What follows belongs to an exercise in optimizing a design on an open flow for small area, a short achievable clock period and few clock cycles; a production flow would make more cautious choices. In this exercise RTL edits were held to simulation tests only and were not proved equivalent to the original.

== old ==
==> module PSE, before the edit <==
module PSE ( clk,
			reset,
			Xin,
			Yin,
			point_num,
			valid,
			Xout,
			Yout);
input        clk;
input        reset;
input [9:0]  Xin;
input [9:0]  Yin;
input [2:0]  point_num;
output       valid;
output [9:0] Xout;
output [9:0] Yout;
reg  [3:0] cyc;
reg  [2:0] n;
reg  [9:0] p0x, p0y;
reg  [10:0] sx1, sy1, sx2, sy2, sx3, sy3, sx4, sy4, sx5, sy5;
reg  [3:0] xs;          
reg  [3:0] ys;          
reg  [4:0] osel;        
reg        vld;
reg        c12, c13, c23, b5first;
reg        mg;          
reg  [1:0] ia;          
reg  [1:0] ib;          
wire c;   
wire [10:0] ax = ({11{xs[0]}} & sx1) | ({11{xs[1]}} & sx2) | ({11{xs[2]}} & sx3) | ({11{xs[3]}} & sx4);
wire [10:0] ay = ({11{xs[0]}} & sy1) | ({11{xs[1]}} & sy2) | ({11{xs[2]}} & sy3) | ({11{xs[3]}} & sy4);
wire [10:0] bx = ({11{ys[0]}} & sx2) | ({11{ys[1]}} & sx3) | ({11{ys[2]}} & sx4) | ({11{ys[3]}} & sx5);
wire [10:0] by = ({11{ys[0]}} & sy2) | ({11{ys[1]}} & sy3) | ({11{ys[2]}} & sy4) | ({11{ys[3]}} & sy5);
cross_calculator CC(.x0(ax), .y0(ay), .x1(bx), .y1(by), .pos(c));
wire big = n[2] & (n[1] | n[0]);           
wire [3:0] start = big ? {1'b0, n} + 4'd1 : {1'b0, n};    
wire [3:0] stop  = start + {1'b0, n} - 4'd1;              
wire pre  = (cyc == start - 4'd1);         
function [3:0] headA;    
	input [1:0] k;
	input x12, x13, x23;
	input [2:0] nn;
	reg [1:0] r1, r2, r3;
	begin
		if (nn == 3'd3) begin
			r1 = 2'd0; r2 = 2'd3; r3 = 2'd3;
		end else if (nn == 3'd4) begin
			r1 = {1'b0, x12}; r2 = {1'b0, ~x12}; r3 = 2'd3;
		end else begin
			r1 = {1'b0, x12} + {1'b0, x13};
			r2 = {1'b0, ~x12} + {1'b0, x23};
			r3 = {1'b0, ~x13} + {1'b0, ~x23};
		end
		headA = {1'b0, r3 == k, r2 == k, r1 == k};
	end
endfunction
function [3:0] headB;
	input       k;
	input       b5;
	input [2:0] nn;
	begin
		case (nn)
			3'd3: headB = 4'b0001;
			3'd4: headB = 4'b0010;
			3'd5: headB = 4'b0100;
			default: headB = (k ^ b5) ? 4'b1000 : 4'b0100;
		endcase
	end
endfunction
wire [4:0] xslot = {1'b0, xs};
wire [4:0] yslot = {ys, 1'b0};
reg [3:0] xs_n [0:1];
reg [3:0] ys_n [0:1];
reg [4:0] osel_n [0:1];
reg       vld_n [0:1];
reg       mg_n [0:1];
reg [1:0] ia_n [0:1];
reg [1:0] ib_n [0:1];
reg       c12_n [0:1], c13_n [0:1], c23_n [0:1], b5_n [0:1];
reg [1:0] sizeA;
reg [1:0] sizeB;
reg       aLeft, bLeft;
reg       takeB;
integer v;
always @(*) begin
	sizeA = big ? 2'd3 : (n == 3'd4 ? 2'd2 : 2'd1);
	sizeB = (n == 3'd6) ? 2'd2 : 2'd1;
	aLeft = (ia < sizeA);
	bLeft = (ib < sizeB);
	for (v = 0; v < 2; v = v + 1) begin
		c12_n[v] = (cyc == 4'd3) ? v[0] : c12;
		c13_n[v] = (cyc == 4'd4) ? v[0] : c13;
		c23_n[v] = (cyc == 4'd5) ? v[0] : c23;
		b5_n[v]  = (cyc == 4'd6) ? v[0] : b5first;
		xs_n[v] = 4'b0000;
		ys_n[v] = 4'b0000;
		osel_n[v] = 5'b00000;
		vld_n[v] = 1'b0;
		mg_n[v] = 1'b0;
		ia_n[v] = 2'd0;
		ib_n[v] = 2'd0;
		takeB = bLeft & (~aLeft | v[0]);
		if (mg) begin
			vld_n[v] = 1'b1;
			osel_n[v] = takeB ? yslot : xslot;
			ia_n[v] = takeB ? ia : ia + 2'd1;
			ib_n[v] = takeB ? ib + 2'd1 : ib;
			mg_n[v] = (cyc != stop - 4'd1);
			xs_n[v] = headA(ia_n[v], c12, c13, c23, n);
			ys_n[v] = headB(ib_n[v][0], b5first, n);
		end else if (pre) begin
			vld_n[v] = 1'b1;
			mg_n[v] = 1'b1;
			xs_n[v] = headA(2'd0, c12_n[v], c13_n[v], c23_n[v], n);
			ys_n[v] = headB(1'b0, b5_n[v], n);
		end else begin
			case (cyc)
				4'd2: begin xs_n[v] = 4'b0001; ys_n[v] = 4'b0001; end   
				4'd3: begin xs_n[v] = 4'b0001; ys_n[v] = 4'b0010; end   
				4'd4: begin xs_n[v] = 4'b0010; ys_n[v] = 4'b0010; end   
				4'd5: begin xs_n[v] = 4'b1000; ys_n[v] = 4'b1000; end   
				default: ;
			endcase
		end
	end
end
always @(posedge clk or posedge reset) begin
	if (reset) begin
		cyc <= 4'd0;
		vld <= 1'b0;
		mg  <= 1'b0;
	end else begin
		cyc <= (cyc == stop) ? 4'd0 : cyc + 4'd1;
		vld <= (cyc != 4'd0) & (c ? vld_n[1] : vld_n[0]);
		mg  <= (cyc != 4'd0) & (c ? mg_n[1] : mg_n[0]);
	end
end
always @(posedge clk) begin
	if (cyc == 4'd0) begin
		p0x <= Xin;
		p0y <= Yin;
		n   <= point_num;
	end
	if (cyc == 4'd1) begin sx1 <= {1'b0, Xin} - {1'b0, p0x}; sy1 <= {1'b0, Yin} - {1'b0, p0y}; end
	if (cyc == 4'd2) begin sx2 <= {1'b0, Xin} - {1'b0, p0x}; sy2 <= {1'b0, Yin} - {1'b0, p0y}; end
	if (cyc == 4'd3) begin sx3 <= {1'b0, Xin} - {1'b0, p0x}; sy3 <= {1'b0, Yin} - {1'b0, p0y}; end
	if (cyc == 4'd4) begin sx4 <= {1'b0, Xin} - {1'b0, p0x}; sy4 <= {1'b0, Yin} - {1'b0, p0y}; end
	if (cyc == 4'd5) begin sx5 <= {1'b0, Xin} - {1'b0, p0x}; sy5 <= {1'b0, Yin} - {1'b0, p0y}; end
	xs    <= c ? xs_n[1] : xs_n[0];
	ys    <= c ? ys_n[1] : ys_n[0];
	osel  <= c ? osel_n[1] : osel_n[0];
	ia    <= c ? ia_n[1] : ia_n[0];
	ib    <= c ? ib_n[1] : ib_n[0];
	c12 <= c12_n[c];
	c13 <= c13_n[c];
	c23 <= c23_n[c];
	b5first <= b5_n[c];
end
wire [9:0] ovx = ({10{osel[0]}} & sx1[9:0]) | ({10{osel[1]}} & sx2[9:0]) | ({10{osel[2]}} & sx3[9:0])
               | ({10{osel[3]}} & sx4[9:0]) | ({10{osel[4]}} & sx5[9:0]);
wire [9:0] ovy = ({10{osel[0]}} & sy1[9:0]) | ({10{osel[1]}} & sy2[9:0]) | ({10{osel[2]}} & sy3[9:0])
               | ({10{osel[3]}} & sy4[9:0]) | ({10{osel[4]}} & sy5[9:0]);
assign valid = vld;
assign Xout = ovx + p0x;
assign Yout = ovy + p0y;
endmodule
clock: 11.0 ns
lec_check: 0
cap_margin: 20
core_margin: 2
core_utilization: 40
setup_slack_margin: 4.0
slew_margin: 20
standard.sh (not shown) runs the stock make flow with config.mk's settings and CLKGATE_MAP_FILE= SYNTH_SCRIPT=/design/flow/synth_recipe.tcl, a recipe that flattens the netlist after the stock synthesis.
==> flow/flow/run.sh <==
#!/bin/bash
# The standard layout (the standard.sh), with plain buffers on the ports
# instead of delay buffers. The tools' output goes to standard.log here and to
# the ORFS logs under orfs/logs/.
export BUFFER_PORTS_ARGS="-buffer_cell sky130_fd_sc_hd__buf_2"
bash standard.sh > standard.log 2>&1
old ran to completion and came out clean on the timing, design-rule and antenna checks.
Testbench counts of old, summed over its fixed seeds: cycles 22,671.
Modified inputs, new compared to old
diff --git a/flow/design.v b/flow/design.v
--- a/flow/design.v
+++ b/flow/design.v
@@ -713,9 +713,9 @@
 output       valid;
 output [9:0] Xout;
 output [9:0] Yout;
 reg  [3:0] cyc;
-reg  [2:0] n;
+wire [2:0] n = point_num;    
 reg  [9:0] p0x, p0y;
 reg  [10:0] sx1, sy1, sx2, sy2, sx3, sy3, sx4, sy4, sx5, sy5;
 reg  [3:0] xs;          
 reg  [3:0] ys;          
@@ -731,10 +731,18 @@
 wire [10:0] bx = ({11{ys[0]}} & sx2) | ({11{ys[1]}} & sx3) | ({11{ys[2]}} & sx4) | ({11{ys[3]}} & sx5);
 wire [10:0] by = ({11{ys[0]}} & sy2) | ({11{ys[1]}} & sy3) | ({11{ys[2]}} & sy4) | ({11{ys[3]}} & sy5);
 cross_calculator CC(.x0(ax), .y0(ay), .x1(bx), .y1(by), .pos(c));
 wire big = n[2] & (n[1] | n[0]);           
-wire [3:0] start = big ? {1'b0, n} + 4'd1 : {1'b0, n};    
-wire [3:0] stop  = start + {1'b0, n} - 4'd1;              
+reg  [3:0] start;       
+reg  [3:0] stop;        
+always @(*) begin
+	case (n)
+		3'd3:    begin start = 4'd3; stop = 4'd5;  end
+		3'd4:    begin start = 4'd4; stop = 4'd7;  end
+		3'd5:    begin start = 4'd6; stop = 4'd10; end
+		default: begin start = 4'd7; stop = 4'd12; end
+	endcase
+end
 wire pre  = (cyc == start - 4'd1);         
 function [3:0] headA;    
 	input [1:0] k;
 	input x12, x13, x23;
@@ -837,9 +845,8 @@
 always @(posedge clk) begin
 	if (cyc == 4'd0) begin
 		p0x <= Xin;
 		p0y <= Yin;
-		n   <= point_num;
 	end
 	if (cyc == 4'd1) begin sx1 <= {1'b0, Xin} - {1'b0, p0x}; sy1 <= {1'b0, Yin} - {1'b0, p0y}; end
 	if (cyc == 4'd2) begin sx2 <= {1'b0, Xin} - {1'b0, p0x}; sy2 <= {1'b0, Yin} - {1'b0, p0y}; end
 	if (cyc == 4'd3) begin sx3 <= {1'b0, Xin} - {1'b0, p0x}; sy3 <= {1'b0, Yin} - {1'b0, p0y}; end
new — length of routed met2 wiring 1.1% lower, old as reference. Looking at last element of the critical path, the ys[3]$_DFF_P_ result is from old; the xs[1]$_DFF_P_ one comes from new. Count of nets after finishing in new is 32 lower than in old. Measured against each other, old and new differ in number of clock sinks, the lower figure coming from new. Per the comparison of new with old, total track usage higher; count of final hold-check violations roughly the same; final cell utilization of the core roughly the same; critical path depth lower; share of cell area taken by flip-flops and latches roughly the same. The simple-gate area share of the yosys netlist number comes out higher for new vs old. Per the comparison of new with old, buffering stage count on the worst path with inverters included moved down, synthesized netlist cell count lost about 0.9%, growth of design area from synthesis to finish shows a reduction of 0.16 points.
Testbench counts of new, summed over its fixed seeds: cycles 22,671.

-- afterwards: timing with drivers on the ports --
In the flow no input, the clock included, has a driving cell. The finished layouts below were timed again as built, in two steps. Step 1 assumes that a clkbuf_16 drives the clock port and a buf_2 every other input. Step 2, shift: input delay + t, output delay - t, t = (earliest + latest rising clock arrival at the registers) / 2. This alone moves slack from input paths to output paths. Three values: no drivers, after step 1, after step 2; two values: the first two.
run	shift t [ns]	setup WS [ns]	worst setup path after step 2	cell pins on the clock port's net
old	0.475	4.286 / 4.286 / 4.286	register to register	1
new	0.474	4.317 / 4.317 / 4.317	register to register	1
After both steps setup and hold are still met in every run listed.
